This is an optimization exercise on Yosys and OpenROAD, whose aim is small area, not a production implementation.
The RTL was checked by simulation tests, not by an equivalence proof against the original design.
No activity file was given, so power comes from the tool's default toggle rates.

== lane 1 ==
==> flow/design.v <==
`default_nettype none
module sd_crc16(
  input  wire       CLK,
  input  wire       IN,
  input  wire       DAT,
  input  wire       RUN,
  input  wire       END,
  output wire       OUT
);
reg  [15:0] crc;
assign OUT = DAT ? IN : crc[15];
wire fb = OUT ^ crc[15];
always @(posedge CLK)
  crc <= {crc[14] | END, crc[13], crc[12], (crc[11] ^ fb) & RUN, crc[10:6],
          crc[5] & RUN, crc[4] ^ fb, crc[3:0], fb};
endmodule
`default_nettype none
`timescale 1ns / 1ns
module sd_data_form
#(
parameter  [31:0] AVAIL_DATA_BITS      =  32'd4       
)
(
input  wire        SD_CLK,
input  wire        RST,
input  wire        SD_I_TRG,
output wire        SD_I_DONE,
input  wire        SD_I_PKT_RDY,
input  wire [ 63:0]SD_I_DAT,
output wire        SD_I_ACK,
input  wire        SD_I_FIRST,
input  wire        SD_I_LAST,
output wire [(AVAIL_DATA_BITS-'d1):0]SD_O_DAT,
output wire        SD_OE
);
reg         x, y, z;
reg  [  3:0]cnt;
wire        c15  = &cnt;
wire        s_data = x & y & ~z;
wire        s_crc  = x & z;
always @(posedge SD_CLK or posedge RST)
if (RST) begin
  x <= 1'b0; y <= 1'b0; z <= 1'b0;
end else begin
  x <= x ? ~(z & c15) : (z & SD_I_PKT_RDY);
  y <= x & (y | c15);
  z <= x ? (y & (z ? (~c15 | SD_I_TRG) : (c15 & SD_I_LAST)))
         : (z ? ~SD_I_PKT_RDY : SD_I_TRG);
end
always @(posedge SD_CLK)
  cnt <= x ? cnt + 4'd1 : 4'd12;
wire [  3:0]nib = SD_I_DAT[{cnt[3:1], ~cnt[0], 2'b00} +: 4];
genvar i;
generate for (i = 0; i < 4; i = i + 1) begin : lane
  sd_crc16 dat_crc(.CLK(SD_CLK), .IN(nib[i]), .DAT(s_data), .RUN(x & y),
                   .END(s_crc & c15), .OUT(SD_O_DAT[i]));
end endgenerate
assign SD_OE     = y | (x & c15);
assign SD_I_DONE = ~x & y;
assign SD_I_ACK  = s_data & c15;
endmodule
==> flow/config.mk <==
export PLATFORM = sky130hd
export DESIGN_NAME = sd_data_form
export DESIGN_NICKNAME = sd_data_form
export VERILOG_FILES = /design/flow/design.v
export SDC_FILE = /design/flow/constraint.sdc
export NUM_CORES = 4
export LEC_CHECK = 0
export CAP_MARGIN = 5
export CORE_MARGIN = 2
export CORE_UTILIZATION = 40
export SLEW_MARGIN = 5
==> flow/constraint.sdc <==
create_clock -name core_clock -period 5.0 [get_ports {SD_CLK}]
set_input_delay 1.0000 -clock core_clock [delete_from_list [all_inputs] [get_ports {SD_CLK}]]
set_output_delay 1.0000 -clock core_clock [all_outputs]
set_load 0.01 [all_outputs]
standard.sh (not shown) runs the stock make flow with config.mk's settings and CLKGATE_MAP_FILE= SYNTH_SCRIPT=/design/flow/synth_recipe.tcl, a recipe that flattens the netlist after the stock synthesis.
==> flow/flow/run.sh <==
#!/bin/bash
# The standard layout (standard.sh), with these changes:
#  - synthesis maps the logic with several area-oriented ABC scripts and keeps
#    the smallest result (flow/abc_multi.tcl) instead of ORFS's one script;
#    everything else in the standard flow's synthesis script is kept, so the registers are
#    the standard synthesis's;
#  - the port buffers are the smallest buffer, sky130_fd_sc_hd__buf_1;
#  - CTS uses sky130_fd_sc_hd__clkbuf_4 and no dummy loads.
# Each tool's output is in the ORFS logs (orfs/logs/); make's in standard.log.
set -euo pipefail
W=$(pwd)
mkdir -p abc_scripts
i=0
for s in 0 1 2 3 4 5 6 7; do
  for d in "dch" "dch -f"; do
    printf '&get -n\n&deepsyn -J 50 -S %s -T 20\n&put\n%s\namap -F 4 -A 10\n' "$s" "$d" \
      > abc_scripts/s$i.abc
    i=$((i + 1))
  done
done
printf 'strash\ndch\namap -F 4 -A 10\n' > abc_scripts/s$i.abc; i=$((i + 1))
printf 'strash\ndch -f\namap -F 4 -A 10\n' > abc_scripts/s$i.abc
{
  printf 'set ::abc_scripts [lsort -dictionary [glob %s/abc_scripts/*.abc]]\n' "$W"
  cat flow/abc_multi.tcl
  cat synth_recipe.tcl
} > flow_synth.tcl
bash standard.sh finish SYNTH_SCRIPT="$W/flow_synth.tcl" \
  BUFFER_PORTS_ARGS="-buffer_cell sky130_fd_sc_hd__buf_1" \
  CTS_ARGS="-sink_clustering_enable -repair_clock_nets -dont_use_dummy_load -buf_list sky130_fd_sc_hd__clkbuf_4" \
  > standard.log 2>&1
==> flow/flow/abc_multi.tcl <==
# Area-oriented replacement of the abc command ORFS's synthesis calls: maps the
# logic with each script in abc_scripts and keeps the smallest result.
proc abc {args} {
  set libs {}
  for {set i 0} {$i < [llength $args]} {incr i} {
    if {[lindex $args $i] eq "-liberty"} { lappend libs -liberty [lindex $args [expr {$i + 1}]] }
  }
  set si [lsearch -exact $args -script]
  yosys design -save abc_multi_in
  set best_area ""
  set best_script ""
  foreach script $::abc_scripts {
    yosys design -load abc_multi_in
    set a $args
    lset a [expr {$si + 1}] $script
    yosys abc {*}$a
    set rpt [yosys tee -q -s result.string stat {*}$libs]
    set area ""
    regexp {Chip area for (?:top )?module[^:]*:\s*([0-9.eE+]+)} $rpt -> area
    puts "abc_multi: $script area $area"
    if {$area ne "" && ($best_area eq "" || $area < $best_area)} {
      set best_area $area
      set best_script $script
      yosys design -save abc_multi_best
    }
  }
  puts "abc_multi: kept $best_script area $best_area"
  yosys design -load abc_multi_best
}
What lane 2 does differently from lane 1 at the input level:
- an added GPL_TIMING_DRIVEN of 0
- a change of CAP_MARGIN from 5 to 20
- a change of SLEW_MARGIN from 5 to 20
==> run summary <==
Register-to-register slack for lane 2 is lower than for lane 1.
Between lane 1 and lane 2, the proportion of power drawn by flip-flops and latches figures differ only marginally.
Cell depth of the worst flop-to-flop path, lane 2 and lane 1: larger value in lane 2
Capture point of the critical path = SD_O_DAT[1]: lane 1; capture point of the critical path = SD_O_DAT[0]: lane 2
Delay of the slowest cell on the worst path in lane 2 is 0.18 ns above lane 1.
Here is what was changed in the inputs of lane 3 compared with lane 2.
- GPL_TIMING_DRIVEN: 0 -> unset
--- a/flow/flow/run.sh
+++ b/flow/flow/run.sh
@@ -29,3 +29,3 @@
   BUFFER_PORTS_ARGS="-buffer_cell sky130_fd_sc_hd__buf_1" \
-  CTS_ARGS="-sink_clustering_enable -repair_clock_nets -dont_use_dummy_load -buf_list sky130_fd_sc_hd__clkbuf_4" \
+  CTS_ARGS="-sink_clustering_enable -sink_clustering_size 80 -sink_clustering_max_diameter 500 -sink_clustering_levels 1 -dont_use_dummy_load -buf_list sky130_fd_sc_hd__clkbuf_16" \
   > standard.log 2>&1
- Going from lane 2 to lane 3, slew at the pin closest to its max-slew limit fell by 0.31 ns, data arrival at the endpoint of the critical path dropped 0.57 ns, power after layout rose by about 17%, switching share of power went down, share of synthesized registers carrying an async set or reset flat.
- Beginning of the critical path: x$_DFF_PP0_ -> lane 3, cnt[0]$_SDFF_PN0_ -> lane 2
- Going from lane 2 to lane 3, reported leakage power now larger; fill cell instance count of the final layout decreased 28; total routed wirelength rose by 4.1%; shortest clock period the worst path allows after layout went down.
Relative to lane 3, the following input files were edited for lane 4:
--- a/flow/flow/run.sh
+++ b/flow/flow/run.sh
@@ -27,5 +27,5 @@
 } > flow_synth.tcl
-bash standard.sh finish SYNTH_SCRIPT="$W/flow_synth.tcl" \
+bash standard.sh finish SYNTH_SCRIPT="$W/flow_synth.tcl" SYNTH_INSBUF=0 \
   BUFFER_PORTS_ARGS="-buffer_cell sky130_fd_sc_hd__buf_1" \
-  CTS_ARGS="-sink_clustering_enable -sink_clustering_size 80 -sink_clustering_max_diameter 500 -sink_clustering_levels 1 -dont_use_dummy_load -buf_list sky130_fd_sc_hd__clkbuf_16" \
+  CTS_ARGS="-sink_clustering_enable -repair_clock_nets -dont_use_dummy_load -buf_list sky130_fd_sc_hd__clkbuf_4" \
   > standard.log 2>&1
Notes after the runs:
[compare] base=lane 3 new=lane 4: final cell count without fillers held, first-pass GRT wire length dropped about 4%, final setup slack of the worst path -0.049 ns, wire length reported by the detailed router down about 5%. Lane 4 did not stop at any stage, and its layout met the timing, DRC and antenna checks.
The inputs of lane 5 differ from those of lane 4 as listed below.
- GPL_TIMING_DRIVEN: unset -> 0
--- a/flow/flow/run.sh
+++ b/flow/flow/run.sh
@@ -7,2 +7,3 @@
 #  - the port buffers are the smallest buffer, sky130_fd_sc_hd__buf_1;
+#  - yosys inserts no buffers on ports (SYNTH_INSBUF=0);
 #  - CTS uses sky130_fd_sc_hd__clkbuf_4 and no dummy loads.
Lane 5 reached the end of the flow, and the finished layout is clean on the timing, DRC and antenna checks. Relative to lane 4, lane 5 improves via count. Between lane 4 and lane 5, the synthesized netlist cell count figures differ only marginally. Looking at lane 5 and lane 4, the wire length is a wash. Lane 5 ended with less final non-filler cell area than lane 4. Of lane 5 and lane 4, the higher delay of the slowest critical-path stage belongs to lane 5. Lane 4 -> lane 5: net switching power flat. In the flow results for lane 5 and lane 4, the utilization is smaller on lane 5. Multi-input gate share of total cell area: lane 5 > lane 4. Per the comparison of lane 5 with lane 4, sequential share of layout area rose 0.64 points, all-layer global routing usage fell 0.15 points.

## port drivers added, routing unchanged
Ports are ideal in the flow. The routed layouts listed here were re-timed in OpenROAD.
Step 1, drivers: a clkbuf_16 drives SD_CLK and a buf_2 each remaining input, both assumed.
Step 2 times the ports against the registers' clock, not the clock port: input delays grow and output delays shrink by t, the midpoint of the rising clock arrivals with the driver on.
Slacks: ideal / step 1 / step 2; pairs: ideal / step 1.
run	t (ns)	setup WS [ns]	hold WS [ns]	clock arrival spread, ns	worst slew at a driven data input, ns
lane 1	0.389	1.247 / 1.225 / 1.613	0.314 / 0.314 / 0.314	0.020 / 0.021	0.04
lane 2	0.391	0.751 / 0.729 / 1.120	0.316 / 0.316 / 0.316	0.028 / 0.028	0.04
lane 3	0.337	1.321 / 1.292 / 1.629	0.316 / 0.316 / 0.316	0.010 / 0.010	0.04
lane 4	0.388	1.272 / 1.250 / 1.638	0.303 / 0.303 / 0.303	0.028 / 0.028	0.04
lane 5	0.398	0.973 / 0.951 / 1.350	0.311 / 0.311 / 0.311	0.035 / 0.035	0.04
After both steps every run listed still meets setup and hold.
